What follows belongs to an exercise in optimizing a design on an open flow for small area and a short achievable clock period; a production flow would make more cautious choices.
RTL that was checked went through simulation tests only; none was proved equivalent to the original.
No driver is modelled on the clock port, so clock power and skew are understated where the tree is cut down; a real chip needs a root buffer or a tree.
Power figures rest on the tool's default switching activity, not on a simulated workload.

job 708:
Design mac_unit, start of the top module:
module mac_unit(input clk,en,clr,
                input [15:0]a,b,
                output [39:0]c);
wire [31:0]temp1;
mul_16x16 m1(clk,a,b,temp1);
accumulator a1(clk,en,clr,temp1,c);
endmodule
Size in the first run: ~1100 cells after synthesis, ~190 flip-flops, about 75 I/O pins, about 12000 sq um of cells after synthesis.
export LEC_CHECK = 0
export CAP_MARGIN = 20
export CORE_MARGIN = 2
export CORE_UTILIZATION = 40
export SLEW_MARGIN = 20
export SYNTH_HIERARCHICAL = 1
export SYNTH_MINIMUM_KEEP_SIZE = 0
create_clock -name core_clock -period 13.5 [get_ports {clk}]
standard.sh (not shown) runs the stock make flow with config.mk's settings and CLKGATE_MAP_FILE= SYNTH_SCRIPT=/design/flow/synth_recipe.tcl, a recipe that flattens the netlist after the stock synthesis.
==> flow/flow/run.sh <==
#!/bin/bash
# The standard layout (standard.sh), with these changes:
#  - every port gets a buf_1 buffer (ORFS's buffer_ports with -buffer_cell);
#  - after CTS (flow/clocktree.tcl) the clock tree is rebuilt as two balanced
#    levels of inverters (4 inv_8 on the clock port, 8 inv_16 driving the flip-flops);
#  - setup repair aims for 9.70 ns of slack at the design's clock period, and
#    does not remove buffers (so every port keeps its buffer).
# ORFS writes each step's full log under orfs/logs/; make's own output goes to standard.log.
export BUFFER_PORTS_ARGS="-buffer_cell sky130_fd_sc_hd__buf_1"
export PRE_RESIZE_TCL=$PWD/flow/sizes.tcl
export POST_CTS_TCL=$PWD/flow/clocktree.tcl
export SETUP_SLACK_MARGIN=9.70
export SKIP_BUFFER_REMOVAL=1
bash standard.sh > standard.log 2>&1
Other scripts of this flow, unchanged in this note and not shown: flow/flow/clocktree.tcl, flow/flow/sizes.tcl
## Diff of input files: job 3796 against job 708
--- a/flow/design.v
+++ b/flow/design.v
@@ -20,20 +20,25 @@
 module xnor2(input a,b, output y);
 assign y=~(a^b);
 endmodule
 module or2(input a,b, output y);
 assign y=a|b;
 endmodule
 module mux2_1(input h,s,e1,e0,
               output d);
 assign d=(e1&s)|(e0&h);
 endmodule
+module acc_ctl(input en,clr,
+               output e1,e0);
+assign e1=en&~clr;
+assign e0=~(en|clr);
+endmodule
 module mul_16x16(input clk,
                  input [15:0]a,
                  input [15:0]b,
                  output [31:0]c);
 reg [15:0]ra,rb;
 reg [55:0]s2;      
 reg [31:0]p3,p4;
 wire pn0_0 = ~(ra[0] & rb[0]);    
 wire pn0_1 = ~(ra[0] & rb[1]);    
 wire pn0_2 = ~(ra[0] & rb[2]);    
@@ -1074,27 +1079,32 @@
 wire pp69 = p0[32] & pp38;
 wire gg70 = g0[34] | (p0[34] & gg52);
 wire pp70 = p0[34] & pp52;
 wire gg71 = g0[36] | (p0[36] & gg44);
 wire pp71 = p0[36] & pp44;
 wire gg72 = g0[38] | (p0[38] & gg53);
 wire pp72 = p0[38] & pp53;
 wire [39:0]cy={gg72, gg53, gg71, gg44, gg70, gg52, gg69, gg38, gg68, gg51, gg67, gg43, gg66, gg50, gg65, gg39, gg64, gg49, gg63, gg42, gg62, gg48, gg61, gg36, gg60, gg47, gg59, gg41, gg58, gg46, gg57, gg31, gg56, gg45, gg55, gg21, gg54, gg1, g0[0], 1'b0};
 wire [39:0]sum=p0^cy;
 wire [39:0]d;
-wire e1=en&~clr;     
-wire e0=~(en|clr);   
+wire [7:0]e1,e0;     
 genvar i;
 generate
+ for (i=0;i<8;i=i+1)
+  begin : ctl
+   acc_ctl k(en,clr,e1[i],e0[i]);
+  end
+endgenerate
+generate
  for (i=0;i<40;i=i+1)
   begin : sel
-   mux2_1 m(acc[i],sum[i],e1,e0,d[i]);
+   mux2_1 m(acc[i],sum[i],e1[i/5],e0[i/5],d[i]);
   end
 endgenerate
 always @(posedge clk)
   acc <= d;
 assign c = acc;
 endmodule
 module mac_unit(input clk,en,clr,
                 input [15:0]a,b,
                 output [39:0]c);
 wire [31:0]temp1;
Notes after the runs:
- When the final numbers for job 3796 and job 708 were put side by side, the net count of the mapped netlist turned out to be greater in job 3796.
- Cell area after layout was higher in job 3796 than in job 708.
- The length of routed met2 wiring in job 3796 was lower than what job 708 gave.
- The final reports for job 3796 and job 708 show flip-flop and latch share of the layout cell area lower in the former.
- Status: core utilization parity (job 708, job 3796)
- [compare] base=job 708 new=job 3796: synthesized netlist cell count picked up an extra 14; final worst slack increased by 40 ps relative to the old numbers; setup clock skew after layout about even; total power of the final layout now larger.
- The post-synthesis cell type count of job 3796 exceeds that of job 708 by about 4.4%.
- Against job 708, routed wirelength normalized by instance count in job 3796 fell by a few percent.
- Diff job 708 -> job 3796 | die outline height | increase of about 0.5%
- Compared to job 708, job 3796 has combinational share of power 0.4 points higher.
- Final-layout fill cell count delta for job 3796 relative to job 708: 1.5% higher
For job 3796, only the layout was checked, not whether the RTL still works. No run of this note takes its clock network from TritonCTS; it comes from the design's own scripts or RTL.

---

Setup of run D:
Starting RTL as in the previous note.
// mac_unit
module mac_unit(input clk,en,clr,
                input [15:0]a,b,
                output [39:0]c);
clock: 13.5 ns
lec_check: 0
cap_margin: 20
core_margin: 2
core_utilization: 40
cts_buf_list: sky130_fd_sc_hd__clkbuf_8
slew_margin: 20
synth_hierarchical: 1
synth_minimum_keep_size: 0
==> flow/flow/run.sh <==
#!/bin/bash
# The standard layout (standard.sh), with these changes:
#  - every port gets a buf_1 buffer (ORFS's buffer_ports with -buffer_cell);
#  - before the resize step (flow/sizes.tcl) the output buffers become buf_2 and the
#    accumulator flip-flops that drive them dfxtp_2;
#  - setup repair aims for 9.70 ns of slack at the design's clock period, and
#    does not remove buffers (so every port keeps its buffer).
# ORFS writes each step's full log under orfs/logs/; make's own output goes to standard.log.
export BUFFER_PORTS_ARGS="-buffer_cell sky130_fd_sc_hd__buf_1"
export PRE_RESIZE_TCL=$PWD/flow/sizes.tcl
export SETUP_SLACK_MARGIN=9.70
export SKIP_BUFFER_REMOVAL=1
bash standard.sh > standard.log 2>&1
==> flow/flow/sizes.tcl <==
# Sizes of the output buffers (made by buffer_ports, named output*) and of the
# accumulator flip-flops that drive them.
foreach inst [get_cells {output*}] {
  replace_cell $inst sky130_fd_sc_hd__buf_2
}
foreach inst [get_cells {a1.acc*}] {
  replace_cell $inst sky130_fd_sc_hd__dfxtp_2
}
Run D was carried through to the last stage, and its layout satisfied the timing, design-rule and antenna checks.
--- input diff run D..run B ---
diff --git a/flow/design.v b/flow/design.v
--- a/flow/design.v
+++ b/flow/design.v
@@ -19,17 +19,17 @@
 endmodule
 module xnor2(input a,b, output y);
 assign y=~(a^b);
 endmodule
 module or2(input a,b, output y);
 assign y=a|b;
 endmodule
-module mux2_1(input h,s,e1,e0,
+module mux2_1(input h,s,en,clr,
               output d);
-assign d=(e1&s)|(e0&h);
+assign d=~clr&(en?s:h);
 endmodule
 module mul_16x16(input clk,
                  input [15:0]a,
                  input [15:0]b,
                  output [31:0]c);
 reg [15:0]ra,rb;
 reg [55:0]s2;      
@@ -1077,21 +1077,19 @@
 wire gg71 = g0[36] | (p0[36] & gg44);
 wire pp71 = p0[36] & pp44;
 wire gg72 = g0[38] | (p0[38] & gg53);
 wire pp72 = p0[38] & pp53;
 wire [39:0]cy={gg72, gg53, gg71, gg44, gg70, gg52, gg69, gg38, gg68, gg51, gg67, gg43, gg66, gg50, gg65, gg39, gg64, gg49, gg63, gg42, gg62, gg48, gg61, gg36, gg60, gg47, gg59, gg41, gg58, gg46, gg57, gg31, gg56, gg45, gg55, gg21, gg54, gg1, g0[0], 1'b0};
 wire [39:0]sum=p0^cy;
 wire [39:0]d;
-wire e1=en&~clr;     
-wire e0=~(en|clr);   
 genvar i;
 generate
  for (i=0;i<40;i=i+1)
   begin : sel
-   mux2_1 m(acc[i],sum[i],e1,e0,d[i]);
+   mux2_1 m(acc[i],sum[i],en,clr,d[i]);
   end
 endgenerate
 always @(posedge clk)
   acc <= d;
 assign c = acc;
 endmodule
 module mac_unit(input clk,en,clr,
Findings:
- Summary of run B over run D: register clock-pin slew on the reported worst setup and hold paths closely matched the old numbers, clock buffer count in the final layout decreased by 4 relative to the old numbers, post-route non-filler standard cell count increased by 38 relative to the old numbers, final layout net count increased by 38 relative to the old numbers, relative contribution of combinational cells to total power increased by 1.7 points relative to the old numbers.
- Between run D and run B, synthesized netlist cell count is lower for run D, run B comes in above that.
No functional check of the RTL was part of run B.

---

== P ==
mac_unit with an RTL version that a note above also has.
For scale: ~1100 cells after synthesis, roughly 190 flip-flops.
==> flow/config.mk <==
export PLATFORM = sky130hd
export DESIGN_NAME = mac_unit
export DESIGN_NICKNAME = mac_unit
export VERILOG_FILES = /design/flow/design.v
export SDC_FILE = /design/flow/constraint.sdc
export NUM_CORES = 4
export LEC_CHECK = 0
export CAP_MARGIN = 20
export CORE_MARGIN = 2
export CORE_UTILIZATION = 40
export CTS_BUF_LIST = sky130_fd_sc_hd__clkbuf_8
export SLEW_MARGIN = 20
export SYNTH_HIERARCHICAL = 1
export SYNTH_MINIMUM_KEEP_SIZE = 0
==> flow/constraint.sdc <==
create_clock -name core_clock -period 13.5 [get_ports {clk}]
set_input_delay 2.7000 -clock core_clock [delete_from_list [all_inputs] [get_ports {clk}]]
set_output_delay 2.7000 -clock core_clock [all_outputs]
set_load 0.01 [all_outputs]
==> flow/flow/run.sh <==
#!/bin/bash
# The standard layout (standard.sh), with these changes:
#  - every port gets a buf_1 buffer (ORFS's buffer_ports with -buffer_cell);
#  - setup repair aims for 9.70 ns of slack at the design's clock period, and
#    does not remove buffers (so every port keeps its buffer).
# ORFS writes each step's full log under orfs/logs/; make's own output goes to standard.log.
export BUFFER_PORTS_ARGS="-buffer_cell sky130_fd_sc_hd__buf_1"
export PRE_RESIZE_TCL=$PWD/flow/sizes.tcl
export SETUP_SLACK_MARGIN=9.70
export SKIP_BUFFER_REMOVAL=1
bash standard.sh > standard.log 2>&1
==> flow/flow/sizes.tcl <==
# Sizes of the output buffers (made by buffer_ports, named output*), of the
# accumulator flip-flops that drive them, and of the operand flip-flops.
foreach inst [get_cells {output*}] {
  replace_cell $inst sky130_fd_sc_hd__buf_2
}
foreach inst [get_cells {a1.acc*}] {
  replace_cell $inst sky130_fd_sc_hd__dfxtp_2
}
foreach inst [get_cells {m1.ra* m1.rb*}] {
  replace_cell $inst sky130_fd_sc_hd__dfxtp_2
}
Inputs modified between P and Q:
--- a/flow/design.v
+++ b/flow/design.v
@@ -16,23 +16,23 @@
                     output carry_n);
 xnor2 x(a_n,b_n,sum_n);
 or2 o(a_n,b_n,carry_n);
 endmodule
 module xnor2(input a,b, output y);
 assign y=~(a^b);
 endmodule
 module or2(input a,b, output y);
 assign y=a|b;
 endmodule
-module mux2_1(input h,s,en,clr,
+module mux2_1(input h,s,e1,e0,
               output d);
-assign d=~clr&(en?s:h);
+assign d=(e1&s)|(e0&h);
 endmodule
 module mul_16x16(input clk,
                  input [15:0]a,
                  input [15:0]b,
                  output [31:0]c);
 reg [15:0]ra,rb;
 reg [55:0]s2;      
 reg [31:0]p3,p4;
 wire pn0_0 = ~(ra[0] & rb[0]);    
 wire pn0_1 = ~(ra[0] & rb[1]);    
@@ -1074,25 +1074,27 @@
 wire pp69 = p0[32] & pp38;
 wire gg70 = g0[34] | (p0[34] & gg52);
 wire pp70 = p0[34] & pp52;
 wire gg71 = g0[36] | (p0[36] & gg44);
 wire pp71 = p0[36] & pp44;
 wire gg72 = g0[38] | (p0[38] & gg53);
 wire pp72 = p0[38] & pp53;
 wire [39:0]cy={gg72, gg53, gg71, gg44, gg70, gg52, gg69, gg38, gg68, gg51, gg67, gg43, gg66, gg50, gg65, gg39, gg64, gg49, gg63, gg42, gg62, gg48, gg61, gg36, gg60, gg47, gg59, gg41, gg58, gg46, gg57, gg31, gg56, gg45, gg55, gg21, gg54, gg1, g0[0], 1'b0};
 wire [39:0]sum=p0^cy;
 wire [39:0]d;
+wire e1=en&~clr;     
+wire e0=~(en|clr);   
 genvar i;
 generate
  for (i=0;i<40;i=i+1)
   begin : sel
-   mux2_1 m(acc[i],sum[i],en,clr,d[i]);
+   mux2_1 m(acc[i],sum[i],e1,e0,d[i]);
   end
 endgenerate
 always @(posedge clk)
   acc <= d;
 assign c = acc;
 endmodule
 module mac_unit(input clk,en,clr,
                 input [15:0]a,b,
                 output [39:0]c);
 wire [31:0]temp1;
## What came out
Power after layout went down by a few percent going from P to Q.
Overall die area, P and Q: lower on Q
Changes observed in Q relative to P: power share of the clock group -0.9 points; post-synth net total has decreased.
Q ended with less synthesized area than P.
Signed area change from the synthesized netlist to the final layout in Q vs P: down 0.29 points
The RTL of P was laid out without a check of its function.

## static timing again, ports no longer ideal
No port has a modelled driver above. Below, the same layouts with a new extraction and two added sets of constraints.
Step 1 (the two cells are an assumption about what drives the block):
set clk [get_ports {clk}]
set_driving_cell -lib_cell sky130_fd_sc_hd__clkbuf_16 $clk
set_driving_cell -lib_cell sky130_fd_sc_hd__buf_2 [delete_from_list [all_inputs] $clk]
Step 2, shift: input delay + t, output delay - t, t = (earliest + latest rising clock arrival at the registers) / 2. This alone moves slack from input paths to output paths.
Slacks: ideal ports / drivers / drivers and shift; pairs: ideal ports / drivers.
run | t, ns | setup slack, ns | clock arrival spread, ns | cell pins on the clock port's net
job 708 | 0.272 | 9.927 / 9.974 / 9.776 | 0.017 / 0.018 | 4
job 3796 | 0.275 | 9.967 / 9.966 / 9.847 | 0.017 / 0.019 | 4
run D | 0.518 | 9.777 / 9.733 / 9.495 | 0.023 / 0.023 | 1
run B | 0.506 | 9.797 / 9.757 / 9.615 | 0.020 / 0.020 | 1
P | 0.520 | 9.789 / 9.747 / 9.641 | 0.028 / 0.027 | 1
Q | 0.506 | 9.794 / 9.750 / 9.501 | 0.023 / 0.024 | 1
After both steps setup and hold are still met in every run listed. The setup slack of Q, which loses most, moves by -0.044 ns with the drivers and by -0.293 ns with both steps.
